This is an optimization exercise on Yosys and OpenROAD, whose aim is small area and a short achievable clock period, not a production implementation. Where RTL was checked, it was by simulation tests only, not by an equivalence proof against the original. Only the layout flow was run in runs 5 to 7; the RTL was not checked for function there. Power and IR drop assume default switching activity.

`design/flow/design.v`:
```
`default_nettype none
module fadd_p2 (input wire [31:0] x1,
                input wire [31:0] x2,
                output reg [31:0] y,
                output reg        ovf,
                input wire        clk,
                input wire        rstn);
   wire        s1 = x1[31];
   wire        s2 = x2[31];
   wire [7:0]  e1 = x1[30:23];
   wire [7:0]  e2 = x2[30:23];
   wire [22:0] m1 = x1[22:0];
   wire [22:0] m2 = x2[22:0];
   wire        h1 = |e1;
   wire        h2 = |e2;
   wire [7:0]  e1a = {e1[7:1], e1[0] | ~h1};
   wire [7:0]  e2a = {e2[7:1], e2[0] | ~h2};
   wire        f1 = &e1;
   wire        f2 = &e2;
   wire        spec = f1 | f2;
   wire        nz1 = |m1;
   wire        nz2 = |m2;
   wire        pick1 = f1 & (~f2 | nz1);
   wire        sub = s1 ^ s2;
   wire        infnan = f1 & f2 & ~nz1 & ~nz2 & sub;
   wire        nzp = pick1 ? nz1 : nz2;
   reg  [31:0] cg0, ce0;
   reg  [15:0] cg1, ce1;
   reg  [7:0]  cg2, ce2;
   reg  [3:0]  cg3, ce3;
   reg  [1:0]  cg4, ce4;
   integer     k;
   always @* begin
      for (k = 0; k < 32; k = k + 1) begin
         cg0[k] = (k < 31) ? (x2[k] & ~x1[k]) : 1'b0;
         ce0[k] = (k < 31) ? ~(x2[k] ^ x1[k]) : 1'b1;
      end
      for (k = 0; k < 16; k = k + 1) begin
         cg1[k] = cg0[2*k+1] | (ce0[2*k+1] & cg0[2*k]);
         ce1[k] = ce0[2*k+1] & ce0[2*k];
      end
      for (k = 0; k < 8; k = k + 1) begin
         cg2[k] = cg1[2*k+1] | (ce1[2*k+1] & cg1[2*k]);
         ce2[k] = ce1[2*k+1] & ce1[2*k];
      end
      for (k = 0; k < 4; k = k + 1) begin
         cg3[k] = cg2[2*k+1] | (ce2[2*k+1] & cg2[2*k]);
         ce3[k] = ce2[2*k+1] & ce2[2*k];
      end
      for (k = 0; k < 2; k = k + 1) begin
         cg4[k] = cg3[2*k+1] | (ce3[2*k+1] & cg3[2*k]);
         ce4[k] = ce3[2*k+1] & ce3[2*k];
      end
   end
   wire        ge21 = cg4[1] | (ce4[1] & (cg4[0] | ce4[0]));
   wire        sel = spec ? ~pick1 : ge21;
   wire [7:0]  es = sel ? e2a : e1a;
   wire [23:0] msx = sel ? {h2, m2} : {h1, m1};
   wire [23:0] ms = {msx[23], msx[22] | (spec & (nzp | infnan)), msx[21:0]};
   wire [23:0] mi = sel ? {h1, m1} : {h2, m2};
   wire        ss = (sel ? s2 : s1) | infnan;
   wire [8:0]  d12 = {1'b0, e1a} - {1'b0, e2a};
   wire [7:0]  d21 = e2a - e1a;
   wire [7:0]  tde = d12[8] ? d21 : d12[7:0];
   wire [4:0]  de = (spec | (|tde[7:5])) ? 5'd31 : tde[4:0];
   wire [25:0] a0 = {mi, 2'b00};
   wire [25:0] a1 = de[4] ? {16'b0, a0[25:16]} : a0;
   wire        t1 = de[4] & (|a0[15:0]);
   wire [25:0] a2 = de[3] ? {8'b0, a1[25:8]} : a1;
   wire        t2 = de[3] & (|a1[7:0]);
   wire [25:0] a3 = de[2] ? {4'b0, a2[25:4]} : a2;
   wire        t3 = de[2] & (|a2[3:0]);
   wire [25:0] a4 = de[1] ? {2'b0, a3[25:2]} : a3;
   wire        t4 = de[1] & (|a3[1:0]);
   wire [25:0] a5 = de[0] ? {1'b0, a4[25:1]} : a4;
   wire        t5 = de[0] & a4[0];
   wire        tstck = t1 | t2 | t3 | t4 | t5;
   reg [23:0]  msr;
   reg [25:0]  miar;
   reg         stckr;
   reg         subr;
   reg         ssr;
   reg         specr;
   reg [7:0]   er;       
   always @(posedge clk) begin
      msr   <= ms;
      miar  <= a5;
      stckr <= tstck;
      subr  <= sub;
      ssr   <= ss;
      specr <= spec;
      er    <= es + 8'd1;
   end
   wire [26:0] aa = {1'b0, msr, 2'b00};
   wire [26:0] bb = {1'b0, miar} ^ {27{subr}};
   wire [26:0] p0 = aa ^ bb;
   wire [26:0] g0 = aa & bb;
   reg  [26:0] g, p;
   integer     i, l;
   always @* begin
      g = g0; p = p0;
      g[0] = g0[0] | (p0[0] & subr);
      for (l = 0; l < 5; l = l + 1)
        for (i = (2 << l) - 1; i < 27; i = i + (2 << l)) begin
           g[i] = g[i] | (p[i] & g[i - (1 << l)]);
           p[i] = p[i] & p[i - (1 << l)];
        end
      for (l = 3; l >= 0; l = l - 1)
        for (i = (3 << l) - 1; i < 27; i = i + (2 << l)) begin
           g[i] = g[i] | (p[i] & g[i - (1 << l)]);
           p[i] = p[i] & p[i - (1 << l)];
        end
   end
   wire [26:0] mye = p0 ^ {g[25:0], subr};
   reg  [26:0] sent;
   always @* begin
      for (i = 0; i < 27; i = i + 1)
        sent[i] = (er == 8'd27 - i[7:0]);
   end
   wire [26:0] n0 = mye | sent;
   wire [31:0] lzi = {n0, 5'b11111};
   reg  [15:0] v1;  reg [15:0] c1;
   reg  [7:0]  v2;  reg [15:0] c2;
   reg  [3:0]  v3;  reg [11:0] c3;
   reg  [1:0]  v4;  reg [7:0]  c4;
   reg  [4:0]  sh;
   always @* begin
      for (i = 0; i < 16; i = i + 1) begin
         v1[i] = lzi[2*i+1] | lzi[2*i];
         c1[i] = ~lzi[2*i+1];
      end
      for (i = 0; i < 8; i = i + 1) begin
         v2[i] = v1[2*i+1] | v1[2*i];
         c2[2*i +: 2] = v1[2*i+1] ? {1'b0, c1[2*i+1]} : {1'b1, c1[2*i]};
      end
      for (i = 0; i < 4; i = i + 1) begin
         v3[i] = v2[2*i+1] | v2[2*i];
         c3[3*i +: 3] = v2[2*i+1] ? {1'b0, c2[2*(2*i+1) +: 2]} : {1'b1, c2[2*(2*i) +: 2]};
      end
      for (i = 0; i < 2; i = i + 1) begin
         v4[i] = v3[2*i+1] | v3[2*i];
         c4[4*i +: 4] = v3[2*i+1] ? {1'b0, c3[3*(2*i+1) +: 3]} : {1'b1, c3[3*(2*i) +: 3]};
      end
      sh = v4[1] ? {1'b0, c4[7:4]} : {1'b1, c4[3:0]};
   end
   wire [26:0] k1 = sh[4] ? {mye[10:0], 16'b0} : mye;
   wire [26:0] k2 = sh[3] ? {k1[18:0], 8'b0} : k1;
   wire [26:0] k3 = sh[2] ? {k2[22:0], 4'b0} : k2;
   wire [26:0] k4 = sh[1] ? {k3[24:0], 2'b0} : k3;
   wire [26:0] myf = sh[0] ? {k4[25:0], 1'b0} : k4;
   wire        den = ~myf[26];
   wire [7:0]  eyr = den ? 8'd0 : (er - {3'b0, sh});
   wire        ovfp = (&er) & mye[26];
   wire        stk = stckr | myf[0];
   wire        up = ~ovfp & myf[2] & (myf[1] | (stk ? ~subr : myf[3]));
   wire        zero = ~|mye;
   wire        sy = ssr & (~subr | ~zero);
   reg         syr;
   reg [30:0]  yur;
   reg         upr;
   reg         nspr;
   always @(posedge clk) begin
      if (~rstn) begin
         syr  <= 1'b0;
         yur  <= 31'd0;
         upr  <= 1'b0;
         nspr <= 1'b0;
      end else begin
         syr  <= sy;
         yur  <= {eyr, myf[25:3] & {23{~ovfp}}};
         upr  <= up;
         nspr <= ~specr;
      end
   end
   wire [31:0] yu32 = {1'b0, yur};
   reg  [31:0] ic;
   reg  [7:0]  ibc;
   always @* begin
      ibc[0] = upr;
      for (i = 1; i < 8; i = i + 1)
        ibc[i] = ibc[i-1] & (&yu32[4*i-4 +: 4]);
      for (i = 0; i < 32; i = i + 1)
        ic[i] = (i % 4 == 0) ? ibc[i/4] : (ic[i-1] & yur[i-1]);
   end
   wire [30:0] yr = yur ^ ic[30:0];
   always @* begin
      y   = {syr, yr};
      ovf = nspr & (&yr[30:23]);
   end
endmodule
`default_nettype wire
```
`design/flow/flow/run.sh`:
```
#!/bin/bash
# Standard ORFS layout with small port buffers and a tighter setup target for repair_timing.
set -euo pipefail
export BUFFER_PORTS_ARGS="-buffer_cell sky130_fd_sc_hd__buf_1"
export SETUP_SLACK_MARGIN=8.5
bash standard.sh > standard.log 2>&1
```
`design/flow/standard.sh`:
```
#!/bin/bash
# synth_recipe.tcl (not shown) runs the flow's synth.tcl, then flattens the netlist and writes it again
# the make line also repeats each setting of config.mk as NAME=value (left out here)
make -C /OpenROAD-flow-scripts/flow DESIGN_CONFIG=/design/flow/config.mk WORK_HOME=/design/flow/orfs CLKGATE_MAP_FILE= SYNTH_SCRIPT=/design/flow/synth_recipe.tcl "${@:-finish}"
```
`design/flow/config.mk`:
```
export PLATFORM = sky130hd
export DESIGN_NAME = fadd_p2
export DESIGN_NICKNAME = fadd_p2
export VERILOG_FILES = /design/flow/design.v
export SDC_FILE = /design/flow/constraint.sdc
export NUM_CORES = 4
export LEC_CHECK = 0
export ABC_AREA = 1
export CAP_MARGIN = 20
export CORE_MARGIN = 2
export CORE_UTILIZATION = 55
export CTS_BUF_LIST = sky130_fd_sc_hd__clkbuf_8
export PLACE_DENSITY = 0.7
export SLEW_MARGIN = 20
```
`design/flow/constraint.sdc`:
```
create_clock -name core_clock -period 15.0 [get_ports {clk}]
set_input_delay 3.0000 -clock core_clock [delete_from_list [all_inputs] [get_ports {clk}]]
set_output_delay 3.0000 -clock core_clock [all_outputs]
set_load 0.01 [all_outputs]
```
==> results.json, run 1 <==
{
  "drive_gt1_share_pct": 6.21,
  "synth_warnings": 1,
  "synth_area_leader_cell": "dfxtp_1",
  "r2r_cells": 32,
  "root_buffer": "clkbuf_8",
  "synth_area_leaders": "dfxtp_1 19%, nand2_1 16%, ha_1 12%",
  "syn_to_final_growth_pct": 7.34,
  "rsz0062_at_grt": "false",
  "synthCells": 1601,
  "cp.arrival_ns": 6.47,
  "finClkSkew_ns": 0.0254,
  "syn_area_um2": 10100,
  "period_needed_ns": 6.17,
  "gr-total-overflow": 0,
  "critPathLaunchType": "primary input",
  "drt-vias-per-instance": 5.48,
  "fp.dieW_um": 140,
  "fin_hold_ws_ns": 0.439,
  "synth_ff_type": "dfxtp_1",
  "first_pass_iters": 5,
  "vdd_ir_drop_max_mv": 0.134,
  "maxCapViolCount": 0,
  "place_ws_ns": 8.20,
  "antennaDiodeCount": 0,
  "stdcell_area_um2": 10900,
  "n_fill_cell": 1899,
  "num_rows": 49,
  "die_y_um": 140,
  "drc": 0,
  "cts.sinks": 96,
  "ant_nets": 0,
  "dp_hpwl_um": 22400,
  "cp_max_fo": 6,
  "cts_made_buffers": 9,
  "via_count": 10400,
  "hold_viol": 0,
  "crit_path_end_kind": "flop",
  "mostFrequentLayoutCells": "439 x nand2_1, 173 x nand3_1, 159 x inv_1, 131 x nor2_1, 97 x buf_1",
  "status": "finished clean",
  "cts_tree": "yes",
  "worstSetupPathType": "primary input to flop",
  "htreeDepth": 3,
  "drv_slew": 0,
  "setup_violations": 0,
  "worstPathRequired_ns": 15.30,
  "wl_per_cell_um": 14.4,
  "hold_buffers": 0,
  "routabilityCongestion": 1.01,
  "async_flop_share_pct": 0,
  "synth.net_count": 1776,
  "clk_pin_slew_worst_paths_ns": 0.10,
  "synth_edf_count": 0,
  "fin_crit_sh_pct": 41.1,
  "io_buffers": 98,
  "die_area_um2": 19500,
  "placedCellCount": 1877,
  "io_pins": 99,
  "wl_um": 27500,
  "antenna_found_initial": 0,
  "yosysTopAreaCellShare_pct": 19.0,
  "power_density_nw_per_um2": 169,
  "nNetsFinal": 1845,
  "grt_pass1_vias": 9377,
  "p_leak_nw": 5.45,
  "final_common_cell": "nand2_1",
  "synth_area_per_cell_um2": 6.33,
  "drt_iter0_drc": 787,
  "grt.total_usage_pct": 28.0,
  "placeableCoreArea_um2": 18000,
  "slowest_delay_ns": 0.46,
  "grt_max_degree": 88,
  "synth_seq_cells": 96,
  "fmax_mhz": 162,
  "slowest_stage": "xor2_1",
  "holdPathStages": 1,
  "setup_ws_ns": 8.83,
  "crit_chain": "buf_1 > nor4_2 > nand2_1 > inv_1 > nor2_1 > ha_1 > fa_1 > nor2_1 > nor2_2 > inv_2 > a31oi_4 > inv_2 > nand2_1 > nand2_1 > xor2_1 > nor2_4 > buf_4 > nand3_1 > o21ai_0 > or2_1 > o21ai_0 > nand2_1 > nand3_1 > nand2_1",
  "hp-class": "flop to flop",
  "relSlewSlack_pct": 43.0,
  "grt_pass1_wl_um": 45300,
  "worst_pin_slew_ns": 0.846,
  "place_area_um2": 10500,
  "synth.distinct_cells": 56,
  "clockBufferDepth": 2,
  "yosysSeqAreaShare_pct": 19.0,
  "final_cells": 1904,
  "cp_common_cell": "nand2_1",
  "insertion_delay_ns": 0.41,
  "finalSetupTns_ns": 0,
  "start_util_pct": 56.2
}
==> final cells by class <==
class                   count  area, um2  share of cell area, %
repair buffers            115        524                   4.82
clock buffers              10        138                   1.27
multi-input cells        1274       7280                   67.0
well taps                 229        287                   2.64
flip-flops and latches     96       1920                   17.7
clock inverters             6       51.3                  0.472
inverters                 174        664                   6.11
==> timing repair <==
item / CTS / global route
setup endpoints to repair: 0 / 30
resized for setup: 0 / 19
buffers inserted: 0 / 9
==> logic make-up after synthesis <==
logic type / synth area share [%]
AOI/OAI and AO/OA: 12.7
xor gates and xnor gates: 5.53
adders and majority gates: 14.6
buffers and inverters: 9.55
DFF: 19.0
muxes: 0.297
and+or+nand+nor: 38.4
==> metal layers <==
layer / share of wire (%) / wire length [um] / up-vias / global-route usage [%]
li1: - / - / 5417 / -
met1: 46 / 12600 / 4602 / 37.1
met5: 0 / 0 / - / 0
met2: 46 / 12700 / 351 / 47.4
met3: 4.5 / 1230 / 67 / 2.37
met4: 3.5 / 976 / 0 / 10.8
==> report_power, final <==
| group | internal [mW] | switching [mW] |
|---|---|---|
| combinational | 0.442 | 0.853 |
| sequential | 0.327 | 0.0417 |
| clock | 0.0671 | 0.104 |
| total | 0.836 | 0.999 |
==> worst paths after layout <==
check / slack, ns / startpoint / end
max: 8.83 / x1[28] / miar[7]$_DFF_P_
max reg2reg: 9.07 / subr$_DFF_P_ / yur[29]$_SDFF_PN0_
min: 0.44 / specr$_DFF_P_ / nspr$_SDFF_PN0_
min reg2reg: 0.44 / specr$_DFF_P_ / nspr$_SDFF_PN0_
==> registers in the layout, indices dropped and copies added (netlist names) <==
name	cells
syr	1
subr	1
miar	26
upr	1
msr	24
ssr	1
stckr	1
nspr	1
specr	1
er	8
yur	31
==> per-stage QoR <==
stage,util (%),power [mW]
final,60.3,1.83
after global routing,60.3,2.03
after CTS,59.5,1.81
after detailed placement,58.4,1.64
after global placement,58.4,1.62
after floorplan,-,1.36
==> critical path: cells and delay by family <==
kind,cells,cell delay [ns]
AO/OA/AOI/OAI,3,0.31
XOR/XNOR,1,0.46
adder cells (fa/ha/maj),2,0.61
buffers and inverters,5,0.59
AND/OR/NAND/NOR,13,1.49
==> Yosys cell counts (2+ instances only) <==
| cell type | instances |
|---|---|
| o21ai_1 | 42 |
| inv_1 | 160 |
| dfxtp_1 | 96 |
| nand4_1 | 34 |
| ha_1 | 94 |
| inv_2 | 13 |
| and2_1 | 3 |
| nand3b_1 | 2 |
| o21ai_0 | 92 |
| o21bai_1 | 2 |
| xor2_1 | 48 |
| buf_2 | 22 |
| nand3_2 | 7 |
| nand3_4 | 3 |
| nor2_1 | 131 |
| or2_2 | 6 |
| nor2_2 | 6 |
| or2_1 | 6 |
| buf_1 | 5 |
| mux2i_1 | 3 |
| clkbuf_1 | 17 |
| a21oi_1 | 57 |
| o21a_1 | 4 |
| a211oi_1 | 2 |
| a31o_2 | 2 |
| a21o_1 | 3 |
| nand3_1 | 173 |
| nor2_4 | 6 |
| o21ai_2 | 2 |
| nand2_1 | 439 |
| xnor2_1 | 16 |
| nand4_2 | 2 |
| nor4_1 | 18 |
| o211ai_1 | 11 |
| buf_4 | 11 |
| nor3_1 | 17 |
| buf_6 | 3 |
| fa_1 | 15 |
| nand2_2 | 9 |
| or3_1 | 2 |
| a21boi_0 | 2 |
==> run 2, diff against run 1 <==
--- a/design/flow/config.mk
+++ b/design/flow/config.mk
@@ -12,3 +12,3 @@
 export CTS_BUF_LIST = sky130_fd_sc_hd__clkbuf_8
-export PLACE_DENSITY = 0.7
+export PLACE_DENSITY = 0.65
 export SLEW_MARGIN = 20
==> results.json, run 2 <==
{
  "status": "finished clean",
  "slowest_stage": "o21ai_0",
  "final_common_cell": "nand2_1",
  "vdd_ir_drop_max_mv": 0.131,
  "utilization_pct": 60.7,
  "syn_to_final_growth_pct": 7.96,
  "power_frac_clock_pct": 9.6,
  "synth_warnings": 1,
  "clk_pin_slew_worst_paths_ns": 0.10,
  "n_fill_cell": 1815,
  "critPathLaunch": "x1[27]",
  "cp.arrival_ns": 6.57,
  "syn_area_um2": 10100,
  "drive_gt1_share_pct": 6.59,
  "setup_violations": 0,
  "grt.total_usage_pct": 28.0,
  "synth.distinct_cells": 56,
  "num_rows": 49,
  "r2r_slack_ns": 9.11,
  "worstReg2RegStart": "subr$_DFF_P_",
  "hp-class": "flop to flop",
  "worstSetupPathType": "primary input to flop",
  "synth.net_count": 1776,
  "placeableCoreArea_um2": 18000,
  "hold_viol": 0,
  "fp.dieW_um": 140,
  "ys_top_cells_by_count": "439 x nand2_1, 173 x nand3_1, 160 x inv_1",
  "synth_ff_type": "dfxtp_1",
  "fmax_mhz": 161,
  "io_buffers": 98,
  "switching_share_pct": 54.0,
  "finClkSkew_ns": 0.0228,
  "stdcell_area_um2": 10900,
  "die_area_um2": 19500,
  "power.switching_mw": 1.00,
  "p_leak_nw": 5.49,
  "p_int_mw": 0.852,
  "reg.largest.list": "yur x31, miar x26, msr x24",
  "async_flop_share_pct": 0,
  "worstPathRequired_ns": 15.35,
  "grt_pass1_wl_um": 44900,
  "yosysSeqAreaShare_pct": 19.0,
  "rsz0062_at_grt": "false",
  "placedCellCount": 1876,
  "finalSetupTns_ns": 0,
  "yosysMostFrequentCell": "nand2_1",
  "drt-vias-per-instance": 5.44,
  "antennaDiodeCount": 0,
  "root_buffer": "clkbuf_8",
  "start_util_pct": 56.2,
  "critical-path-top-delay-family": "simple AND/OR/NAND/NOR gates",
  "mostFrequentLayoutCells": "439 x nand2_1, 173 x nand3_1, 159 x inv_1, 131 x nor2_1, 97 x buf_1",
  "relSlewSlack_pct": 49.2,
  "clockBufferDepth": 2,
  "routabilityCongestion": 0.967,
  "fin_crit_sh_pct": 41.5,
  "combPwrFrac_pct": 70.6,
  "cp_common_cell": "nand2_1",
  "cts_made_buffers": 9,
  "antenna_found_initial": 0,
  "multi_input_area_um2": 7290,
  "ant_nets": 0,
  "grt_max_degree": 89,
  "htreeDepth": 3,
  "cts_tree": "yes",
  "register_area_um2": 1920,
  "synth_area_leaders": "dfxtp_1 19%, nand2_1 16%, ha_1 12%",
  "path_buf_inv": 3,
  "synth_area_leader_cell": "dfxtp_1",
  "wl_per_cell_um": 14.6,
  "r2r_cells": 32,
  "final_cells": 1913,
  "period_needed_ns": 6.22,
  "synthCells": 1601,
  "crit_path_end": "miar[14]$_DFF_P_",
  "reg2reg_to": "yur[29]$_SDFF_PN0_",
  "top_register": "yur",
  "first_pass_iters": 5,
  "power_density_nw_per_um2": 170,
  "crit_chain": "buf_1 > inv_1 > ha_1 > nand2_1 > nor2_1 > nand3_1 > nor4_1 > nand2_1 > nand3_1 > nand2_2 > buf_6 > o21ai_0 > nand2_1 > o21ai_1 > nand2_1 > nand3_1 > nand3_1 > nand2_1",
  "crit_cells": 18,
  "critPathLaunchType": "primary input",
  "slowest_delay_ns": 0.57,
  "yosysTopAreaCellShare_pct": 19.0,
  "nNetsFinal": 1854,
  "cp_max_fo": 88,
  "insertion_delay_ns": 0.41,
  "wl_um": 27900,
  "power_mw": 1.85,
  "grt_pass1_vias": 9299,
  "via_count": 10400,
  "place_area_um2": 10500,
  "crit_path_end_kind": "flop",
  "drv_slew": 0,
  "cts.sinks": 96,
  "maxCapViolCount": 0,
  "dp_hpwl_um": 22300,
  "synth_edf_count": 0,
  "drc": 0,
  "die_y_um": 140,
  "gr-total-overflow": 0,
  "largest_reg_flops": 31,
  "synth_area_per_cell_um2": 6.33,
  "worst_pin_slew_ns": 0.757,
  "io_pins": 99,
  "seq_power_share_pct": 19.9,
  "drt_iter0_drc": 724,
  "synth_seq_cells": 96
}
==> run 2: power groups by stage <==
stage | Combinational [mW] | Sequential, mW | Clock (mW)
after floorplan | 0.998 | 0.362 | 0
after global placement | 1.26 | 0.373 | 0
after detailed placement | 1.27 | 0.374 | 0
after CTS | 1.27 | 0.368 | 0.182
after global routing | 1.48 | 0.376 | 0.190
final | 1.31 | 0.368 | 0.177
==> run 2: area by class of cell <==
cell class	instances	share of cell area [%]
clock buffer	9	1.13
timing repair buffer	121	5.14
timing repair inverter	1	0.0687
sequential	96	17.6
clock inverter	7	0.641
inverter	174	6.12
tap	229	2.62
multi-input combinational	1276	66.7
==> run 2: routing by layer <==
layer / track usage, % / routed length, um / up-vias
li1: - / - / 5434
met1: 37.3 / 12800 / 4623
met2: 46.8 / 12900 / 295
met3: 2.20 / 1150 / 59
met4: 11.6 / 1020 / 0
met5: 0 / 0 / -
==> run 2: how the worst min path moves through the flow <==
stage / start / endpoint / slack, ns / depth (start not counted)
after floorplan: specr$_DFF_P_ / nspr$_SDFF_PN0_ / 0.37 / 1
after global routing: specr$_DFF_P_ / nspr$_SDFF_PN0_ / 0.46 / 1
after CTS: specr$_DFF_P_ / nspr$_SDFF_PN0_ / 0.44 / 1
after global placement: specr$_DFF_P_ / nspr$_SDFF_PN0_ / 0.41 / 1
after detailed placement: specr$_DFF_P_ / nspr$_SDFF_PN0_ / 0.42 / 1
final: specr$_DFF_P_ / nspr$_SDFF_PN0_ / 0.43 / 1
==> run 2: cells by family (layout without fill, tap and decap cells) <==
group | after synthesis | after routing | share of synthesized area [%]
compound gates | 229 | 229 | 12.7
xor+xnor | 64 | 64 | 5.53
fa+ha+maj | 109 | 109 | 14.6
buf+inv | 233 | 312 | 9.55
flops | 96 | 96 | 19.0
mux | 3 | 3 | 0.297
simple gates | 867 | 871 | 38.4
==> run 2: what timing repair did <==
action,CTS,global route
hold buffers,0,0
setup buffers,0,16
resized for setup,1,15
pin swaps,1,6
gates cloned,1,4
endpoints found under the hold margin,0,0
setup endpoints to repair,23,28
==> run 2: per-stage QoR <==
stage | hold WS, ns | setup WS, ns
after floorplan | 0.366 | 9.14
after global placement | 0.409 | 7.89
after detailed placement | 0.423 | 7.81
after CTS | 0.437 | 8.50
after global routing | 0.456 | 8.44
final | 0.426 | 8.78
==> run 2: worst reg2reg max path: cells and delay by family (launching register included) <==
kind                     cells  cell delay, ns
AO/OA/AOI/OAI                5            0.77
XOR/XNOR                     1            0.30
adder cells (fa/ha/maj)      4            1.42
buffers and inverters        6            1.19
flip-flops                   1            0.34
AND/OR/NAND/NOR             16            1.78
==> run 3, diff against run 2 <==
--- a/design/flow/config.mk
+++ b/design/flow/config.mk
@@ -10,5 +10,7 @@
 export CORE_MARGIN = 2
-export CORE_UTILIZATION = 55
-export CTS_BUF_LIST = sky130_fd_sc_hd__clkbuf_8
-export PLACE_DENSITY = 0.65
+export CORE_UTILIZATION = 45
+export CTS_BUF_LIST = sky130_fd_sc_hd__clkbuf_16
+export CTS_CLUSTER_DIAMETER = 200
+export CTS_CLUSTER_SIZE = 40
+export PLACE_DENSITY = 0.6
 export SLEW_MARGIN = 20
==> results.json, run 3 <==
{
  "multi_input_area_um2": 7300,
  "worstPathRequired_ns": 15.29,
  "relSlewSlack_pct": 43.4,
  "synth_area_leaders": "dfxtp_1 19%, nand2_1 16%, ha_1 12%",
  "drt_iter0_drc": 679,
  "die_area_um2": 23700,
  "gr-total-overflow": 0,
  "clk_pin_slew_worst_paths_ns": 0.07,
  "io_pins": 99,
  "hold_buffers": 0,
  "rsz0062_at_grt": "true",
  "register_area_um2": 1920,
  "antennaDiodeCount": 0,
  "synth_area_leader_cell": "dfxtp_1",
  "cp.arrival_ns": 6.48,
  "wirelength_met1_um": 14000,
  "syn_to_final_growth_pct": 9.06,
  "grt_max_degree": 88,
  "utilization_pct": 50.3,
  "syn_area_um2": 10100,
  "yosysMostFrequentCell": "nand2_1",
  "insertion_delay_ns": 0.35,
  "drive_gt1_share_pct": 5.98,
  "worstSetupPathType": "primary input to flop",
  "drc": 0,
  "period_needed_ns": 6.19,
  "grt_pass1_vias": 9342,
  "nNetsFinal": 1843,
  "io_buffers": 98,
  "synth_seq_cells": 96,
  "n_fill_cell": 2381,
  "largest_reg_flops": 31,
  "fp.dieW_um": 154,
  "synth_ff_type": "dfxtp_1",
  "die_y_um": 154,
  "p_leak_nw": 5.48,
  "fmax_mhz": 162,
  "reg.largest.list": "yur x31, miar x26, msr x24",
  "root_buffer": "clkbuf_16",
  "route.met3.wl_um": 895,
  "status": "finished clean",
  "cts_made_buffers": 9,
  "antenna_found_initial": 0,
  "synth.distinct_cells": 56,
  "via_count": 10300,
  "placeableCoreArea_um2": 22000,
  "async_flop_share_pct": 0,
  "wl_um": 29100,
  "synth_warnings": 1,
  "synthCells": 1601,
  "dp_hpwl_um": 23800,
  "ant_nets": 0,
  "fin_crit_sh_pct": 41.2,
  "final_common_cell": "nand2_1",
  "cp_max_fo": 17,
  "drt-vias-per-instance": 5.27,
  "start_util_pct": 46.1,
  "cts_tree": "yes",
  "mostFrequentLayoutCells": "439 x nand2_1, 173 x nand3_1, 159 x inv_1, 130 x nor2_1, 98 x buf_1",
  "vdd_ir_drop_max_mv": 0.0576,
  "grt_pass1_wl_um": 46600,
  "routabilityCongestion": 0.932,
  "num_rows": 54,
  "drv_slew": 0,
  "synth_edf_count": 0,
  "first_pass_iters": 6,
  "finalSetupTns_ns": 0,
  "finClkSkew_ns": 0.0143,
  "synth.net_count": 1776,
  "grt.total_usage_pct": 24.2,
  "critPathLaunchType": "primary input",
  "power_mw": 1.91,
  "power_density_nw_per_um2": 173,
  "maxCapViolCount": 0,
  "htreeDepth": 3,
  "yosysSeqAreaShare_pct": 19.0,
  "ys_top_cells_by_count": "439 x nand2_1, 173 x nand3_1, 160 x inv_1",
  "worst_pin_slew_ns": 0.839,
  "hold_viol": 0,
  "yosysTopAreaCellShare_pct": 19.0,
  "route.met2.wl_um": 13400,
  "clockBufferDepth": 2,
  "crit_path_end_kind": "flop",
  "hp-class": "flop to flop",
  "top_layer_used": "met4",
  "cts.sinks": 96,
  "setup_violations": 0,
  "top_register": "yur",
  "synth_area_per_cell_um2": 6.33,
  "wl_per_cell_um": 14.9
}
run 3: cell counts after synthesis:
Identical to the previous run, type by type.
run 3: cells by family after synthesis:
group,share of synthesized area [%]
AO/OA/AOI/OAI,12.7
AND/OR/NAND/NOR,38.4
flip-flops,19.0
buffers and inverters,9.55
adder cells (fa/ha/maj),14.6
multiplexers,0.297
XOR/XNOR,5.53
run 3: worst max-delay path, stage by stage:
cell and delay (ns):
buf_1 0.14, nor4_2 0.28, nand4_1 0.13, inv_1 0.09, nor2_1 0.05, inv_1 0.08, ha_1 0.19, fa_1 0.20
nor2_1 0.06, nor2_2 0.14, inv_2 0.07, a31oi_4 0.24, inv_2 0.11, nand2_1 0.09, nand2_2 0.06, nor2_4 0.13
nand3_4 0.17, nor2_4 0.16, buf_12 0.15, buf_4 0.11, nand2_1 0.07, o21ai_0 0.23, or2_1 0.16, o21ai_0 0.08
nand2_1 0.09, nand3_1 0.07, nand2_1 0.10
run 3: routing by layer:
metal | global-route usage [%] | vias to the layer above
met5 | 0 | -
met4 | 7.79 | 0
met3 | 2.76 | 49
met2 | 40.4 | 234
met1 | 32.5 | 4596
li1 | - | 5411
run 3: layout make-up:
type / instances / share of cell area, %
clock buffer: 9 / 2.04
clock inverter: 7 / 0.612
inverter: 174 / 5.99
multi-input combinational: 1275 / 66.1
sequential: 96 / 17.4
tap: 280 / 3.17
timing repair buffer: 112 / 4.66
run 3: worst paths after layout:
kind | startpoint | endpoint | slack [ns] | depth (start not counted)
hold reg to reg | specr$_DFF_P_ | nspr$_SDFF_PN0_ | 0.42 | 1
setup / recovery | x2[25] | miar[7]$_DFF_P_ | 8.81 | 27
setup reg to reg | subr$_DFF_P_ | yur[29]$_SDFF_PN0_ | 9.11 | 32
hold / removal | specr$_DFF_P_ | nspr$_SDFF_PN0_ | 0.42 | 1
run 3: stage by stage:
stage	instance area, um2	instances	worst slack [ns]	hold slack (ns)
6_report	11000	1953	8.81	0.419
5_1_grt	11000	1953	8.43	0.450
4_1_cts	10900	1943	8.54	0.424
3_5_place_dp	10600	1927	8.18	0.412
3_3_place_gp	10600	1927	8.22	0.404
2_1_floorplan	10100	1601	9.14	0.366
run 3: where the power goes:
group / switching (mW) / internal (mW) / leakage [nW]
Sequential: 0.0431 / 0.327 / 0.799
Clock: 0.103 / 0.129 / 0.141
Combinational: 0.864 / 0.442 / 4.54
Total: 1.01 / 0.898 / 5.48
run 3: repair_timing:
action,in CTS,in global routing
resized for setup,0,22
buffers inserted,0,7
endpoints found under the setup margin,0,29
==> run 4, diff against run 3 <==
==> design/flow/flow/run.sh (replaced) <==
#!/bin/bash
# Standard ORFS layout, except: synthesis leaves adders to ABC (no full/half-adder
# cell extraction), ports get small buffers, and repair_timing aims for extra setup slack.
set -euo pipefail
export BUFFER_PORTS_ARGS="-buffer_cell sky130_fd_sc_hd__buf_1"
export SETUP_SLACK_MARGIN=8.5
bash standard.sh ADDER_MAP_FILE= finish > standard.log 2>&1
--- a/design/flow/config.mk
+++ b/design/flow/config.mk
@@ -11,5 +11,3 @@
 export CORE_UTILIZATION = 45
-export CTS_BUF_LIST = sky130_fd_sc_hd__clkbuf_16
-export CTS_CLUSTER_DIAMETER = 200
-export CTS_CLUSTER_SIZE = 40
+export CTS_BUF_LIST = sky130_fd_sc_hd__clkbuf_8
 export PLACE_DENSITY = 0.6
==> results.json, run 4 <==
{
  "status": "finished clean",
  "relSlewSlack_pct": 30.9,
  "num_rows": 55,
  "worstReg2RegStart": "subr$_DFF_P_",
  "wirelength_met1_um": 14400,
  "wl_per_cell_um": 13.8,
  "clockBufferDepth": 2,
  "first_pass_iters": 5,
  "route.met2.wl_um": 14800,
  "finalSetupTns_ns": 0,
  "antennaDiodeCount": 0,
  "final_common_cell": "nand2_1",
  "drt_iter0_drc": 620,
  "yosysTopAreaCellShare_pct": 22.7,
  "insertion_delay_ns": 0.40,
  "via_count": 11800,
  "cts.sinks": 96,
  "maxCapViolCount": 0,
  "mostFrequentLayoutCells": "618 x nand2_1, 241 x inv_1, 218 x nor2_1, 188 x nand3_1, 125 x o21ai_0",
  "worstSetupPathType": "flop to primary output",
  "vdd_ir_drop_max_mv": 0.0497,
  "critical-path-top-delay-family": "simple AND/OR/NAND/NOR gates",
  "top_register": "yur",
  "reg.largest.list": "yur x31, miar x26, msr x24",
  "synth.distinct_cells": 55,
  "synth_seq_cells": 96,
  "drc": 0,
  "n_fill_cell": 2550,
  "critPathLaunch": "upr$_SDFF_PN0_",
  "cts_made_buffers": 9,
  "htreeDepth": 3,
  "hold_buffers": 0,
  "synthCells": 1917,
  "slowest_stage": "dfxtp_2",
  "drv_slew": 0,
  "crit_cells": 20,
  "period_needed_ns": 6.28,
  "synth.net_count": 1983,
  "synth_edf_count": 0,
  "r2r_slack_ns": 10.00,
  "rsz0062_at_grt": "true",
  "syn_to_final_growth_pct": 7.87,
  "dp_hpwl_um": 26300,
  "syn_area_um2": 10400,
  "fin_crit_sh_pct": 41.9,
  "synth_ff_type": "dfxtp_1",
  "drt-vias-per-instance": 5.19,
  "nNetsFinal": 2045,
  "worstPathRequired_ns": 12.00,
  "io_pins": 99,
  "grt_max_degree": 90,
  "crit_chain": "and3_4 > nand2_2 > nor2_4 > nand3_4 > nor3b_4 > nand4_1 > nor2_2 > nand2_2 > nor2_4 > nand2_2 > nor2_2 > nand4_1 > nor2_1 > nand4_1 > nand2_1 > nand2_2 > nor3_2 > nand3_1 > nor2_1 > buf_2",
  "die_y_um": 156,
  "synth_area_leaders": "nand2_1 23%, dfxtp_1 19%, nand3_1 9.2%",
  "ys_top_cells_by_count": "628 x nand2_1, 241 x inv_1, 222 x nor2_1",
  "yosysSeqAreaShare_pct": 18.5,
  "hold_viol": 0,
  "ant_nets": 0,
  "top_layer_used": "met5",
  "antenna_found_initial": 2,
  "wl_um": 31400,
  "placeableCoreArea_um2": 22600,
  "yosysMostFrequentCell": "nand2_1",
  "cp_common_cell": "nand2_2",
  "grt_pass1_wl_um": 51100,
  "synth_area_leader_cell": "nand2_1",
  "synth_area_per_cell_um2": 5.41,
  "start_util_pct": 45.8,
  "critPathLaunchType": "flop",
  "finClkSkew_ns": 0.0127,
  "worst_pin_slew_ns": 1.03,
  "synth_warnings": 1,
  "fp.dieW_um": 156,
  "placedCellCount": 2247,
  "route.met3.wl_um": 1160,
  "routabilityCongestion": 0.924,
  "crit_path_end": "ovf",
  "p_leak_nw": 5.58,
  "async_flop_share_pct": 0,
  "slowest_delay_ns": 0.37,
  "gr-total-overflow": 0,
  "cts_tree": "yes",
  "fmax_mhz": 159,
  "grt_pass1_vias": 10700,
  "hp-class": "flop to flop",
  "power_density_nw_per_um2": 140,
  "clk_pin_slew_worst_paths_ns": 0.11,
  "drive_gt1_share_pct": 6.85,
  "final_cells": 2269,
  "reg2reg_to": "yur[30]$_SDFF_PN0_",
  "r2r_cells": 27,
  "grt.total_usage_pct": 26.0,
  "setup_violations": 0,
  "cp_max_fo": 4,
  "die_area_um2": 24300,
  "crit_path_end_kind": "primary output",
  "largest_reg_flops": 31,
  "io_buffers": 98,
  "path_buf_inv": 1,
  "cp.arrival_ns": 3.28,
  "root_buffer": "clkbuf_8"
}
## run 4: cell count changes after synthesis, moves of 15 or more
cell	delta
nor2_1	+91
nand2_2	+15
inv_1	+81
o21ai_0	+37
fa_1	-15
ha_1	-94
nand3_1	+17
nand2_1	+189
o21ai_1	-30
## run 4: logic make-up after synthesis
kind of cell,Yosys count,share of synthesized area (%)
XOR/XNOR,54,4.63
AND/OR/NAND/NOR,1206,51.1
AO/OA/AOI/OAI,244,13.2
buffers and inverters,317,12.6
flip-flops,96,18.5
## run 4: routing by layer
metal	up-vias	global-route usage [%]
met5	-	0
met4	2	10.7
met3	55	2.58
met2	287	46.1
met1	5179	32.2
li1	6251	-
## run 4: what timing repair did
item,4_1_cts,5_1_grt
buffers inserted,3,3
setup endpoints to repair,35,31
pin swaps,3,9
gates resized for setup,15,32
## run 4: where the power goes
part	internal [mW]	switching, mW	leakage (nW)
logic	0.319	0.697	4.69
registers	0.324	0.0558	0.799
clock network	0.0638	0.107	0.0934
total	0.707	0.860	5.58
## run 4: worst min-delay path by stage
stage	start	end	slack (ns)	depth (start not counted)
finish	specr$_DFF_P_	nspr$_SDFF_PN0_	0.38	1
global route	specr$_DFF_P_	nspr$_SDFF_PN0_	0.40	1
CTS	specr$_DFF_P_	nspr$_SDFF_PN0_	0.38	1
floorplan	specr$_DFF_P_	nspr$_SDFF_PN0_	0.37	1
detailed placement	specr$_DFF_P_	nspr$_SDFF_PN0_	0.37	1
global placement	specr$_DFF_P_	nspr$_SDFF_PN0_	0.37	1
## run 4: final cells by class
cell class | instances | area [um2] | area share, %
inverter | 259 | 986 | 8.82
sequential | 96 | 1920 | 17.2
clock buffer | 9 | 124 | 1.11
tap | 285 | 357 | 3.19
timing repair buffer | 109 | 464 | 4.15
clock inverter | 7 | 65.1 | 0.582
multi-input combinational | 1504 | 7260 | 64.9
## run 4: through the flow
stage / power (mW) / setup slack, ns / hold slack (ns) / util [%] / instance area [um2]
after floorplan: 1.15 / 9.08 / 0.368 / - / 10400
after global placement: 1.37 / 7.68 / 0.373 / 47.7 / 10800
after detailed placement: 1.38 / 7.57 / 0.375 / 47.7 / 10800
after CTS: 1.56 / 8.52 / 0.377 / 48.9 / 11100
after global routing: 1.74 / 8.45 / 0.402 / 49.4 / 11200
final: 1.57 / 8.72 / 0.381 / 49.4 / 11200
==> run 5, diff against run 4 <==
--- a/design/flow/design.v
+++ b/design/flow/design.v
@@ -157,20 +157,4 @@
    wire        sy = ssr & (~subr | ~zero);
-   reg         syr;
-   reg [30:0]  yur;
-   reg         upr;
-   reg         nspr;
-   always @(posedge clk) begin
-      if (~rstn) begin
-         syr  <= 1'b0;
-         yur  <= 31'd0;
-         upr  <= 1'b0;
-         nspr <= 1'b0;
-      end else begin
-         syr  <= sy;
-         yur  <= {eyr, myf[25:3] & {23{~ovfp}}};
-         upr  <= up;
-         nspr <= ~specr;
-      end
-   end
-   wire [31:0] yu32 = {1'b0, yur};
+   wire [30:0] yu = {eyr, myf[25:3] & {23{~ovfp}}};
+   wire [31:0] yu32 = {1'b0, yu};
    reg  [31:0] ic;
@@ -178,3 +162,3 @@
    always @* begin
-      ibc[0] = upr;
+      ibc[0] = up;
       for (i = 1; i < 8; i = i + 1)
@@ -182,8 +166,13 @@
       for (i = 0; i < 32; i = i + 1)
-        ic[i] = (i % 4 == 0) ? ibc[i/4] : (ic[i-1] & yur[i-1]);
+        ic[i] = (i % 4 == 0) ? ibc[i/4] : (ic[i-1] & yu[i-1]);
    end
-   wire [30:0] yr = yur ^ ic[30:0];
-   always @* begin
-      y   = {syr, yr};
-      ovf = nspr & (&yr[30:23]);
+   wire [30:0] yr = yu ^ ic[30:0];
+   always @(posedge clk) begin
+      if (~rstn) begin
+         y   <= 32'd0;
+         ovf <= 1'b0;
+      end else begin
+         y   <= {sy, yr};
+         ovf <= ~specr & (&yr[30:23]);
+      end
    end
==> results.json, run 5 <==
{
  "clockBufferDepth": 2,
  "synth.distinct_cells": 56,
  "hold_buffers": 0,
  "p_leak_nw": 5.83,
  "maxCapViolCount": 0,
  "drt-vias-per-instance": 5.29,
  "mostFrequentLayoutCells": "612 x nand2_1, 231 x inv_1, 195 x nor2_1, 185 x nand3_1, 132 x o21ai_0",
  "worstPathRequired_ns": 15.28,
  "fmax_mhz": 157,
  "final_common_cell": "nand2_1",
  "placeableCoreArea_um2": 22600,
  "grt.total_usage_pct": 27.5,
  "cts_made_buffers": 9,
  "power_density_nw_per_um2": 160,
  "finClkSkew_ns": 0.0184,
  "cp_max_fo": 9,
  "power_frac_clock_pct": 10.9,
  "p_int_mw": 0.810,
  "insertion_delay_ns": 0.39,
  "power_mw": 1.84,
  "drt_iter0_drc": 1111,
  "synth_area_leaders": "nand2_1 22%, dfxtp_1 18%, nand3_1 9.0%",
  "num_rows": 55,
  "seq_power_share_pct": 19.2,
  "start_util_pct": 45.8,
  "n_fill_cell": 2453,
  "root_buffer": "clkbuf_8",
  "synth_edf_count": 0,
  "setup_violations": 0,
  "nNetsFinal": 2047,
  "status": "finished clean",
  "synth.net_count": 1963,
  "fin_crit_sh_pct": 42.5,
  "grt_pass1_wl_um": 53700,
  "synth_area_leader_cell": "nand2_1",
  "synth_area_per_cell_um2": 5.45,
  "switching_share_pct": 55.9,
  "period_needed_ns": 6.37,
  "wl_per_cell_um": 14.8,
  "synthCells": 1897,
  "htreeDepth": 3,
  "yosysMostFrequentCell": "nand2_1",
  "worst_pin_slew_ns": 0.852,
  "async_flop_share_pct": 0,
  "slowest_delay_ns": 0.30,
  "syn_to_final_growth_pct": 11.3,
  "yosysSeqAreaShare_pct": 18.4,
  "synth_ff_type": "dfxtp_1",
  "slowest_stage": "nor4_1",
  "yosysTopAreaCellShare_pct": 22.4,
  "die_area_um2": 24200,
  "ant_nets": 0,
  "cp_common_cell": "nand2_1",
  "reg.largest.list": "y x32, miar x26, msr x24",
  "wl_um": 33500,
  "grt_pass1_vias": 10700,
  "cts_tree": "yes",
  "hp-class": "flop to flop",
  "gr-total-overflow": 0,
  "antennaDiodeCount": 0,
  "syn_area_um2": 10300,
  "hold_viol": 0,
  "top_register": "y",
  "relSlewSlack_pct": 42.9,
  "io_pins": 99,
  "dp_hpwl_um": 26900,
  "drive_gt1_share_pct": 9.67,
  "power.switching_mw": 1.03,
  "first_pass_iters": 6,
  "synth_warnings": 1,
  "crit_path_end_kind": "flop",
  "worstSetupPathType": "primary input to flop",
  "drc": 0,
  "combPwrFrac_pct": 69.9,
  "vdd_ir_drop_max_mv": 0.0630,
  "setup_ws_ns": 8.63,
  "cp.arrival_ns": 6.65,
  "ys_top_cells_by_count": "617 x nand2_1, 235 x inv_1, 208 x nor2_1",
  "clk_pin_slew_worst_paths_ns": 0.10,
  "die_y_um": 156,
  "finalSetupTns_ns": 0,
  "rsz0062_at_grt": "true",
  "via_count": 12000,
  "grt_max_degree": 104,
  "synth_seq_cells": 95,
  "io_buffers": 98,
  "drv_slew": 0,
  "cts.sinks": 95,
  "routabilityCongestion": 0.977,
  "place_ws_ns": 7.48,
  "fp.dieW_um": 156,
  "antenna_found_initial": 1,
  "largest_reg_flops": 32,
  "critPathLaunchType": "primary input"
}
-- run 5: cell count changes in the layout (fill, tap and decap cells not counted), moves of 9 or more --
cell        before  now
nor2_1         218  195
xor2_1          37   14
o211ai_1        23    4
inv_2            9   22
buf_4           10   22
mux2i_1          0   11
clkinvlp_4       1   11
inv_1          241  231
nor2_2           8   18
or2_2           11    1
a31oi_1          2   11
o21ai_2          2   11
-- run 5: timing repair --
item                                    4_1_cts  5_1_grt
buffers inserted                              4       10
resized for setup                            27       73
endpoints found under the setup margin       29       31
cloned                                        5        7
pin swaps                                     0       11
-- run 5: cell families (layout without fill, tap and decap cells) --
group	Yosys count	after routing	share of synthesized area, %
and+or+nand+nor	1167	1167	50.6
AOI/OAI and AO/OA	274	274	14.6
xor gates and xnor gates	27	27	2.29
buffers and inverters	323	412	13.0
muxes	11	11	1.07
DFF	95	95	18.4
-- run 5: layout make-up --
type                       instances  area (um2)  area share (%)
timing repair buffer             127         663            5.76
sequential                        95        1900            16.5
multi-input combinational       1479        7290            63.4
clock buffer                       9         124            1.08
timing repair inverter             8        55.1           0.479
clock inverter                     7         113           0.979
inverter                         261        1000            8.69
tap                              285         357            3.10
-- run 5: routing by layer --
metal	share of wire (%)	global-route usage (%)
met4	1.5	5.68
met1	49	39.2
met3	4.9	2.83
met2	45	45.0
met5	0	0
-- run 5: path summary, 6_finish.rpt --
kind                              startpoint                to  slack (ns)  cells after the start
worst max-delay path                  x2[26]  miar[15]$_DFF_P_        8.63                     26
worst min-delay path             ssr$_DFF_P_  y[31]$_SDFF_PN0_        0.49                      2
worst min register to register   ssr$_DFF_P_  y[31]$_SDFF_PN0_        0.49                      2
worst max register to register  subr$_DFF_P_    ovf$_SDFF_PN0_        9.27                     37
-- run 5: power by group through the flow --
| stage | combinational (mW) | clock, mW | sequential [mW] |
|---|---|---|---|
| 3_5_place_dp | 1.23 | 0 | 0.359 |
| 5_1_grt | 1.46 | 0.215 | 0.359 |
| 6_report | 1.28 | 0.201 | 0.352 |
| 4_1_cts | 1.25 | 0.206 | 0.353 |
| 2_1_floorplan | 0.952 | 0 | 0.367 |
| 3_3_place_gp | 1.22 | 0 | 0.357 |
-- run 5: through the flow --
| stage | util, % | hold slack, ns | cells | cell area (um2) |
|---|---|---|---|---|
| after floorplan | - | 0.401 | 1897 | 10300 |
| after global placement | 47.8 | 0.452 | 2229 | 10800 |
| after detailed placement | 47.8 | 0.456 | 2229 | 10800 |
| after CTS | 49.4 | 0.500 | 2254 | 11200 |
| after global routing | 51.0 | 0.520 | 2271 | 11500 |
| final | 51.0 | 0.489 | 2271 | 11500 |
-- run 5: worst max-delay path, delay by kind of cell --
| kind | cells | cell delay [ns] |
|---|---|---|
| AOI/OAI and AO/OA | 7 | 1.06 |
| and+or+nand+nor | 13 | 1.66 |
| buffers and inverters | 5 | 0.67 |
| muxes | 1 | 0.29 |
==> run 6, diff against run 5 <==
--- a/design/flow/design.v
+++ b/design/flow/design.v
@@ -72,9 +72,6 @@
    wire        t3 = de[2] & (|a2[3:0]);
-   wire [25:0] a4 = de[1] ? {2'b0, a3[25:2]} : a3;
-   wire        t4 = de[1] & (|a3[1:0]);
-   wire [25:0] a5 = de[0] ? {1'b0, a4[25:1]} : a4;
-   wire        t5 = de[0] & a4[0];
-   wire        tstck = t1 | t2 | t3 | t4 | t5;
+   wire        tstck = t1 | t2 | t3;
    reg [23:0]  msr;
    reg [25:0]  miar;
+   reg [1:0]   der;
    reg         stckr;
@@ -86,3 +83,4 @@
       msr   <= ms;
-      miar  <= a5;
+      miar  <= a3;
+      der   <= de[1:0];
       stckr <= tstck;
@@ -94,3 +92,7 @@
    wire [26:0] aa = {1'b0, msr, 2'b00};
-   wire [26:0] bb = {1'b0, miar} ^ {27{subr}};
+   wire [25:0] a4 = der[1] ? {2'b0, miar[25:2]} : miar;
+   wire        t4 = der[1] & (|miar[1:0]);
+   wire [25:0] a5 = der[0] ? {1'b0, a4[25:1]} : a4;
+   wire        t5 = der[0] & a4[0];
+   wire [26:0] bb = {1'b0, a5} ^ {27{subr}};
    wire [26:0] p0 = aa ^ bb;
@@ -153,3 +155,3 @@
    wire        ovfp = (&er) & mye[26];
-   wire        stk = stckr | myf[0];
+   wire        stk = stckr | t4 | t5 | myf[0];
    wire        up = ~ovfp & myf[2] & (myf[1] | (stk ? ~subr : myf[3]));
==> results.json, run 6 <==
{
  "via_count": 12100,
  "worstPathRequired_ns": 15.27,
  "htreeDepth": 3,
  "synth_area_leaders": "nand2_1 19%, dfxtp_1 18%, nand3_1 11%",
  "cts_made_buffers": 9,
  "worst_pin_slew_ns": 0.846,
  "placedCellCount": 2271,
  "drt_iter0_drc": 967,
  "vdd_ir_drop_max_mv": 0.0715,
  "relSlewSlack_pct": 43.0,
  "drv_slew": 0,
  "synth_edf_count": 0,
  "placeableCoreArea_um2": 23500,
  "first_pass_iters": 5,
  "finClkSkew_ns": 0.0243,
  "die_area_um2": 25100,
  "critPathLaunchType": "primary input",
  "synth_seq_cells": 97,
  "hold_path_startpoint": "ssr$_DFF_P_",
  "dp_hpwl_um": 26800,
  "utilization_pct": 49.5,
  "synth_warnings": 1,
  "r2r_slack_ns": 9.19,
  "cp_max_fo": 44,
  "largest_reg_flops": 32,
  "synth.net_count": 1976,
  "setup_violations": 0,
  "crit_chain": "buf_1 > inv_1 > a211oi_1 > o21bai_1 > a21oi_1 > a21oi_1 > o21ai_0 > nand2_1 > a21oi_1 > o21ai_0 > nand4_1 > nand3_1 > a21oi_2 > o21ai_0 > a31o_2 > nand2_8 > buf_12 > clkinvlp_4 > nand2_1 > o21ai_0 > nor2_1 > nand3b_1 > nor4_1 > o221ai_1",
  "fin_crit_sh_pct": 41.1,
  "drive_gt1_share_pct": 11.1,
  "whs_endpoint": "y[31]$_SDFF_PN0_",
  "slowest_delay_ns": 0.29,
  "n_fill_cell": 2668,
  "wl_per_cell_um": 14.5,
  "final_common_cell": "nand2_1",
  "final_cells": 2314,
  "hold_buffers": 0,
  "stdcell_area_um2": 11600,
  "insertion_delay_ns": 0.39,
  "synth_area_leader_cell": "nand2_1",
  "power_density_nw_per_um2": 164,
  "cts.sinks": 97,
  "syn_area_um2": 10700,
  "reg2reg_to": "ovf$_SDFF_PN0_",
  "synth.distinct_cells": 65,
  "synthCells": 1910,
  "finalSetupTns_ns": 0,
  "reg.largest.list": "y x32, miar x26, msr x24",
  "rsz0062_at_grt": "true",
  "hold_viol": 0,
  "yosysSeqAreaShare_pct": 18.1,
  "fmax_mhz": 162,
  "worstReg2RegStart": "der[1]$_SDFF_PP1_",
  "gr-total-overflow": 0,
  "ant_nets": 0,
  "io_pins": 99,
  "ys_top_cells_by_count": "557 x nand2_1, 231 x nand3_1, 227 x inv_1",
  "synth_ff_type": "dfxtp_1",
  "clk_pin_slew_worst_paths_ns": 0.11,
  "mostFrequentLayoutCells": "555 x nand2_1, 230 x nand3_1, 225 x inv_1, 194 x nor2_1, 127 x o21ai_0",
  "grt_pass1_wl_um": 53900,
  "antennaDiodeCount": 0,
  "grt_max_degree": 89,
  "place_area_um2": 11100,
  "clockBufferDepth": 2,
  "nNetsFinal": 2057,
  "grt_pass1_vias": 10800,
  "num_rows": 56,
  "drt-vias-per-instance": 5.24,
  "status": "finished clean",
  "slowest_stage": "nor4_1",
  "io_buffers": 98,
  "hp-class": "flop to flop",
  "yosysMostFrequentCell": "nand2_1",
  "top_register": "y",
  "syn_to_final_growth_pct": 8.24,
  "p_leak_nw": 5.73,
  "synth_area_per_cell_um2": 5.62,
  "yosysTopAreaCellShare_pct": 19.5,
  "die_y_um": 158,
  "async_flop_share_pct": 0,
  "root_buffer": "clkbuf_8",
  "grt.total_usage_pct": 26.9,
  "maxCapViolCount": 0,
  "worstSetupPathType": "primary input to flop",
  "fin_hold_ws_ns": 0.455,
  "routabilityCongestion": 0.949,
  "crit_path_end_kind": "flop",
  "cp_common_cell": "o21ai_0",
  "r2r_cells": 40,
  "cp.arrival_ns": 6.44,
  "drc": 0,
  "start_util_pct": 45.7,
  "period_needed_ns": 6.17,
  "antenna_found_initial": 1,
  "fp.dieW_um": 158,
  "wl_um": 33500,
  "holdPathStages": 2,
  "cts_tree": "yes"
}
==> run 6: cell count changes after synthesis, sizes merged, moves of 5 or more <==
cell / previous run / this run
xnor2: 13 / 6
a31oi: 13 / 3
clkbuf: 34 / 27
nand3: 193 / 256
nand2: 640 / 607
mux2i: 11 / 3
o21ai: 164 / 155
buf: 28 / 38
nand4: 39 / 34
xor2: 14 / 20
inv: 258 / 253
==> run 6: logic make-up (layout without fill, tap and decap cells) <==
kind of cell | count (synthesis) | after routing | synth area share [%]
muxes | 3 | 3 | 0.280
xor gates and xnor gates | 26 | 26 | 2.12
buffers and inverters | 321 | 405 | 13.5
DFF | 97 | 97 | 18.1
AOI/OAI and AO/OA | 265 | 265 | 13.9
and+or+nand+nor | 1198 | 1199 | 52.1
==> run 6: how the worst max path moves through the flow <==
stage	startpoint	to	slack [ns]
CTS	x2[11]	stckr$_DFF_P_	8.48
detailed placement	x1[28]	stckr$_DFF_P_	7.29
global route	x1[1]	stckr$_DFF_P_	8.45
global placement	x1[28]	stckr$_DFF_P_	7.39
finish	x1[1]	stckr$_DFF_P_	8.83
floorplan	x1[23]	stckr$_DFF_P_	8.79
==> run 6: repair_timing <==
item | 4_1_cts | 5_1_grt
endpoints found under the hold margin | 0 | 0
endpoints found under the setup margin | 28 | 57
pin swaps | 1 | 3
resized for setup | 8 | 37
buffers inserted | 2 | 20
cloned | 1 | 5
==> run 6: power by group <==
| part | leakage, nW | switching [mW] | internal (mW) |
|---|---|---|---|
| Clock | 0.0941 | 0.0942 | 0.0641 |
| Sequential | 0.806 | 0.0324 | 0.321 |
| Combinational | 4.83 | 0.968 | 0.429 |
| Total | 5.73 | 1.09 | 0.814 |
==> run 6: critical path, delay by kind of cell <==
kind | cells | cell delay (ns)
and+or+nand+nor | 8 | 0.98
buffers and inverters | 4 | 0.61
AOI/OAI and AO/OA | 12 | 1.82
==> run 6: per-layer routing <==
layer | share of wire [%] | vias up | track usage (%)
met5 | 0 | - | 0
met4 | 1.4 | 0 | 6.39
met3 | 4.8 | 27 | 2.29
met2 | 44 | 334 | 43.1
met1 | 50 | 5414 | 39.0
li1 | - | 6358 | -
==> run 6: cell type report <==
cell class / instances / area, um2 / area share [%]
timing repair buffer: 130 / 646 / 5.56
tap: 319 / 399 / 3.43
clock buffer: 10 / 138 / 1.18
multi-input combinational: 1493 / 7440 / 64.0
timing repair inverter: 4 / 27.5 / 0.237
clock inverter: 5 / 31.3 / 0.269
sequential: 97 / 1940 / 16.7
inverter: 256 / 997 / 8.58
==> run 6: metrics by stage <==
step | power, mW | setup slack [ns]
4_1_cts | 1.88 | 8.48
3_5_place_dp | 1.72 | 7.29
3_3_place_gp | 1.71 | 7.39
2_1_floorplan | 1.45 | 8.79
5_1_grt | 2.13 | 8.45
6_report | 1.91 | 8.83
==> run 7, diff against run 6 <==
--- a/design/flow/design.v
+++ b/design/flow/design.v
@@ -26,32 +26,3 @@
    wire        nzp = pick1 ? nz1 : nz2;
-   reg  [31:0] cg0, ce0;
-   reg  [15:0] cg1, ce1;
-   reg  [7:0]  cg2, ce2;
-   reg  [3:0]  cg3, ce3;
-   reg  [1:0]  cg4, ce4;
-   integer     k;
-   always @* begin
-      for (k = 0; k < 32; k = k + 1) begin
-         cg0[k] = (k < 31) ? (x2[k] & ~x1[k]) : 1'b0;
-         ce0[k] = (k < 31) ? ~(x2[k] ^ x1[k]) : 1'b1;
-      end
-      for (k = 0; k < 16; k = k + 1) begin
-         cg1[k] = cg0[2*k+1] | (ce0[2*k+1] & cg0[2*k]);
-         ce1[k] = ce0[2*k+1] & ce0[2*k];
-      end
-      for (k = 0; k < 8; k = k + 1) begin
-         cg2[k] = cg1[2*k+1] | (ce1[2*k+1] & cg1[2*k]);
-         ce2[k] = ce1[2*k+1] & ce1[2*k];
-      end
-      for (k = 0; k < 4; k = k + 1) begin
-         cg3[k] = cg2[2*k+1] | (ce2[2*k+1] & cg2[2*k]);
-         ce3[k] = ce2[2*k+1] & ce2[2*k];
-      end
-      for (k = 0; k < 2; k = k + 1) begin
-         cg4[k] = cg3[2*k+1] | (ce3[2*k+1] & cg3[2*k]);
-         ce4[k] = ce3[2*k+1] & ce3[2*k];
-      end
-   end
-   wire        ge21 = cg4[1] | (ce4[1] & (cg4[0] | ce4[0]));
-   wire        sel = spec ? ~pick1 : ge21;
+   wire        sel = spec ? ~pick1 : (x2[30:0] >= x1[30:0]);
    wire [7:0]  es = sel ? e2a : e1a;
@@ -72,6 +43,9 @@
    wire        t3 = de[2] & (|a2[3:0]);
-   wire        tstck = t1 | t2 | t3;
+   wire [25:0] a4 = de[1] ? {2'b0, a3[25:2]} : a3;
+   wire        t4 = de[1] & (|a3[1:0]);
+   wire [25:0] a5 = de[0] ? {1'b0, a4[25:1]} : a4;
+   wire        t5 = de[0] & a4[0];
+   wire        tstck = t1 | t2 | t3 | t4 | t5;
    reg [23:0]  msr;
    reg [25:0]  miar;
-   reg [1:0]   der;
    reg         stckr;
@@ -83,4 +57,3 @@
       msr   <= ms;
-      miar  <= a3;
-      der   <= de[1:0];
+      miar  <= a5;
       stckr <= tstck;
@@ -92,7 +65,3 @@
    wire [26:0] aa = {1'b0, msr, 2'b00};
-   wire [25:0] a4 = der[1] ? {2'b0, miar[25:2]} : miar;
-   wire        t4 = der[1] & (|miar[1:0]);
-   wire [25:0] a5 = der[0] ? {1'b0, a4[25:1]} : a4;
-   wire        t5 = der[0] & a4[0];
-   wire [26:0] bb = {1'b0, a5} ^ {27{subr}};
+   wire [26:0] bb = {1'b0, miar} ^ {27{subr}};
    wire [26:0] p0 = aa ^ bb;
@@ -155,18 +124,7 @@
    wire        ovfp = (&er) & mye[26];
-   wire        stk = stckr | t4 | t5 | myf[0];
+   wire        stk = stckr | myf[0];
    wire        up = ~ovfp & myf[2] & (myf[1] | (stk ? ~subr : myf[3]));
+   wire [30:0] yr = {eyr, myf[25:3] & {23{~ovfp}}} + {30'b0, up};
    wire        zero = ~|mye;
    wire        sy = ssr & (~subr | ~zero);
-   wire [30:0] yu = {eyr, myf[25:3] & {23{~ovfp}}};
-   wire [31:0] yu32 = {1'b0, yu};
-   reg  [31:0] ic;
-   reg  [7:0]  ibc;
-   always @* begin
-      ibc[0] = up;
-      for (i = 1; i < 8; i = i + 1)
-        ibc[i] = ibc[i-1] & (&yu32[4*i-4 +: 4]);
-      for (i = 0; i < 32; i = i + 1)
-        ic[i] = (i % 4 == 0) ? ibc[i/4] : (ic[i-1] & yu[i-1]);
-   end
-   wire [30:0] yr = yu ^ ic[30:0];
    always @(posedge clk) begin
==> design/flow/run.sh (new file) <==
#!/bin/bash
# synth_recipe.tcl (not shown) runs the flow's synth.tcl, then flattens the netlist and writes it again
# the make line also repeats each setting of config.mk as NAME=value (left out here)
make -C /OpenROAD-flow-scripts/flow DESIGN_CONFIG=/design/flow/config.mk WORK_HOME=/design/flow/orfs CLKGATE_MAP_FILE= SYNTH_SCRIPT=/design/flow/synth_recipe.tcl finish
--- a/design/flow/config.mk
+++ b/design/flow/config.mk
@@ -11,3 +11,2 @@
 export CORE_UTILIZATION = 45
-export CTS_BUF_LIST = sky130_fd_sc_hd__clkbuf_8
 export PLACE_DENSITY = 0.6
removed: design/flow/flow/run.sh
removed: design/flow/standard.sh
==> results.json, run 7 <==
{
  "worst_pin_slew_ns": 0.867,
  "htreeDepth": 3,
  "root_buffer": "clkbuf_16",
  "place_ws_ns": 6.84,
  "synth.distinct_cells": 63,
  "yosysMostFrequentCell": "nand2_1",
  "relSlewSlack_pct": 41.5,
  "start_util_pct": 45.4,
  "setup_violations": 0,
  "fp.dieW_um": 157,
  "first_pass_iters": 7,
  "placeableCoreArea_um2": 23300,
  "postCtsSetupRepairBufs": 0,
  "dp_hpwl_um": 27600,
  "cts_resized": 0,
  "fin_crit_sh_pct": 52.1,
  "cp_max_fo": 31,
  "gr-total-overflow": 0,
  "synth_ff_type": "dfxtp_1",
  "status": "finished clean",
  "cts_made_buffers": 9,
  "clk_pin_slew_worst_paths_ns": 0.07,
  "antennaDiodeCount": 0,
  "worstPathRequired_ns": 15.29,
  "cts_tree": "yes",
  "nNetsFinal": 1869,
  "setup_ws_ns": 7.19,
  "synthCells": 1651,
  "synth_area_leaders": "dfxtp_1 18%, nand2_1 14%, ha_1 8.9%",
  "final_cells": 2036,
  "yosysTopAreaCellShare_pct": 18.0,
  "maxCapViolCount": 0,
  "ant_nets": 0,
  "syn_area_um2": 10600,
  "p_leak_nw": 5.67,
  "largest_reg_flops": 32,
  "critPathLaunchType": "primary input",
  "drt_iter0_drc": 956,
  "hold_path_startpoint": "specr$_DFF_P_",
  "synth_area_leader_cell": "dfxtp_1",
  "finalSetupTns_ns": 0,
  "antenna_found_initial": 0,
  "io_pins": 99,
  "grt_pass1_wl_um": 53400,
  "hold_buffers": 0,
  "cp.arrival_ns": 8.10,
  "drv_slew": 0,
  "synth_seq_cells": 95,
  "crit_path_end_kind": "flop",
  "yosysSeqAreaShare_pct": 18.0,
  "synth_area_per_cell_um2": 6.40,
  "drt-vias-per-instance": 5.40,
  "grt_pass1_vias": 10100,
  "stdcell_area_um2": 12000,
  "wl_um": 33200,
  "fmax_mhz": 128,
  "die_area_um2": 24700,
  "mostFrequentLayoutCells": "395 x nand2_1, 182 x inv_1, 178 x nand3_1, 146 x o21ai_0, 120 x nor2_1",
  "wl_per_cell_um": 16.3,
  "synth_warnings": 1,
  "synth_edf_count": 0,
  "hold_viol": 0,
  "insertion_delay_ns": 0.35,
  "via_count": 11000,
  "worstReg2RegStart": "subr$_DFF_P_",
  "die_y_um": 157,
  "routabilityCongestion": 0.950,
  "power_density_nw_per_um2": 197,
  "hp-class": "flop to flop",
  "ys_top_cells_by_count": "396 x nand2_1, 182 x inv_1, 178 x nand3_1",
  "grt_max_degree": 113,
  "critPathLaunch": "x1[29]",
  "async_flop_share_pct": 0,
  "grt.total_usage_pct": 27.2,
  "placedCellCount": 2021,
  "vdd_ir_drop_max_mv": 0.104,
  "place_area_um2": 11700,
  "final_common_cell": "nand2_1",
  "reg.largest.list": "y x32, miar x26, msr x24",
  "cts.sinks": 95,
  "fin_hold_ws_ns": 0.494,
  "rsz0062_at_grt": "false",
  "synth.net_count": 1807,
  "drive_gt1_share_pct": 7.11,
  "finClkSkew_ns": 0.00843,
  "period_needed_ns": 7.81,
  "top_register": "y",
  "num_rows": 56,
  "io_buffers": 98,
  "drc": 0,
  "clockBufferDepth": 2,
  "worstSetupPathType": "primary input to flop",
  "syn_to_final_growth_pct": 13.6
}
## run 7: logic make-up after synthesis
logic type	count (synthesis)	share of synthesized area (%)
AND/OR/NAND/NOR	843	37.3
flip-flops	95	18.0
multiplexers	23	2.18
XOR/XNOR	60	4.97
adder cells (fa/ha/maj)	90	11.7
buffers and inverters	253	9.93
AO/OA/AOI/OAI	287	15.9
## run 7: report_power, final
group / leakage, nW / switching, mW / internal [mW]
Sequential: 0.789 / 0.0311 / 0.320
Clock: 0.149 / 0.102 / 0.133
Combinational: 4.73 / 1.19 / 0.593
Total: 5.67 / 1.32 / 1.05
## run 7: layout make-up
class / count / area, um2
clock inverter: 5 / 57.6
timing repair buffer: 106 / 1040
inverter: 198 / 748
sequential: 95 / 1900
fill: 2474 / 11300
clock buffer: 10 / 239
multi-input combinational: 1303 / 7620
tap: 319 / 399
## run 7: metal layers
layer | track usage, % | vias up | part of all wire [%]
li1 | - | 5630 | -
met4 | 6.32 | 0 | 1.8
met1 | 39.0 | 5024 | 49
met5 | 0 | - | 0
met2 | 44.1 | 308 | 45
met3 | 2.62 | 38 | 4.3
## run 7: worst max-delay path: stages
cell,delay (ns)
clkdlybuf4s50_1,0.47
nor4_1,0.27
nand4_1,0.14
inv_1,0.09
nor2_1,0.07
ha_1,0.23
fa_1,0.40
o21ai_1,0.14
a21oi_1,0.08
o21ai_1,0.22
a21oi_1,0.13
o21ai_2,0.18
inv_2,0.11
nand2_1,0.07
nand2_1,0.05
xnor2_1,0.11
nor2_1,0.08
nand3b_1,0.20
nor2_1,0.70
inv_1,0.65
o21ai_0,0.49
nand2_1,0.11
nand2_1,0.09
## run 7: final timing paths
kind                          end  slack [ns]  cells after the start
hold / removal     ovf$_SDFF_PN0_        0.49                      3
setup reg to reg   ovf$_SDFF_PN0_        7.63                     35
setup / recovery  miar[0]$_DFF_P_        7.19                     23
hold reg to reg    ovf$_SDFF_PN0_        0.49                      3
## run 7: through the flow
step,power (mW),util [%]
global placement,2.11,50.3
detailed placement,2.12,50.3
floorplan,1.67,-
CTS,2.37,51.6
global route,2.62,51.6
finish,2.37,51.6

## what the ideal ports hide
The results above use ideal ports. As a check the final layouts listed here were re-extracted and re-timed, cells and wires unchanged. Step 1 sets driving cells, clkbuf_16 on the clock port and buf_2 on the other inputs (assumed; they add their load-dependent delay and slew). Step 2 moves the port delays by t, midway between the first and last clock arrival at a register: inputs arrive t later, outputs are due t later. That takes back most of the time a late clock gives input paths. Three values: no drivers, after step 1, after step 2; two values: the first two.
| run | shift t [ns] | setup WS [ns] | worst slew at a driven data input, ns | pins driven straight from the clock port |
|---|---|---|---|---|
| run 1 | 0.428 | 8.831 / 8.846 / 8.418 | 0.04 | 1 |
| run 2 | 0.437 | 8.778 / 8.752 / 8.356 | 0.03 | 1 |
| run 3 | 0.388 | 8.815 / 8.835 / 8.448 | 0.04 | 1 |
| run 4 | 0.430 | 8.717 / 8.677 / 8.471 | 0.04 | 1 |
| run 5 | 0.418 | 8.631 / 8.650 / 8.231 | 0.05 | 1 |
| run 6 | 0.416 | 8.828 / 8.846 / 8.429 | 0.03 | 1 |
| run 7 | 0.395 | 7.191 / 7.217 / 6.822 | 0.04 | 1 |
After both steps setup and hold are still met in every run listed. For run 2, which loses most, drivers alone change the setup slack by -0.026 ns; drivers and shift together by -0.422 ns.
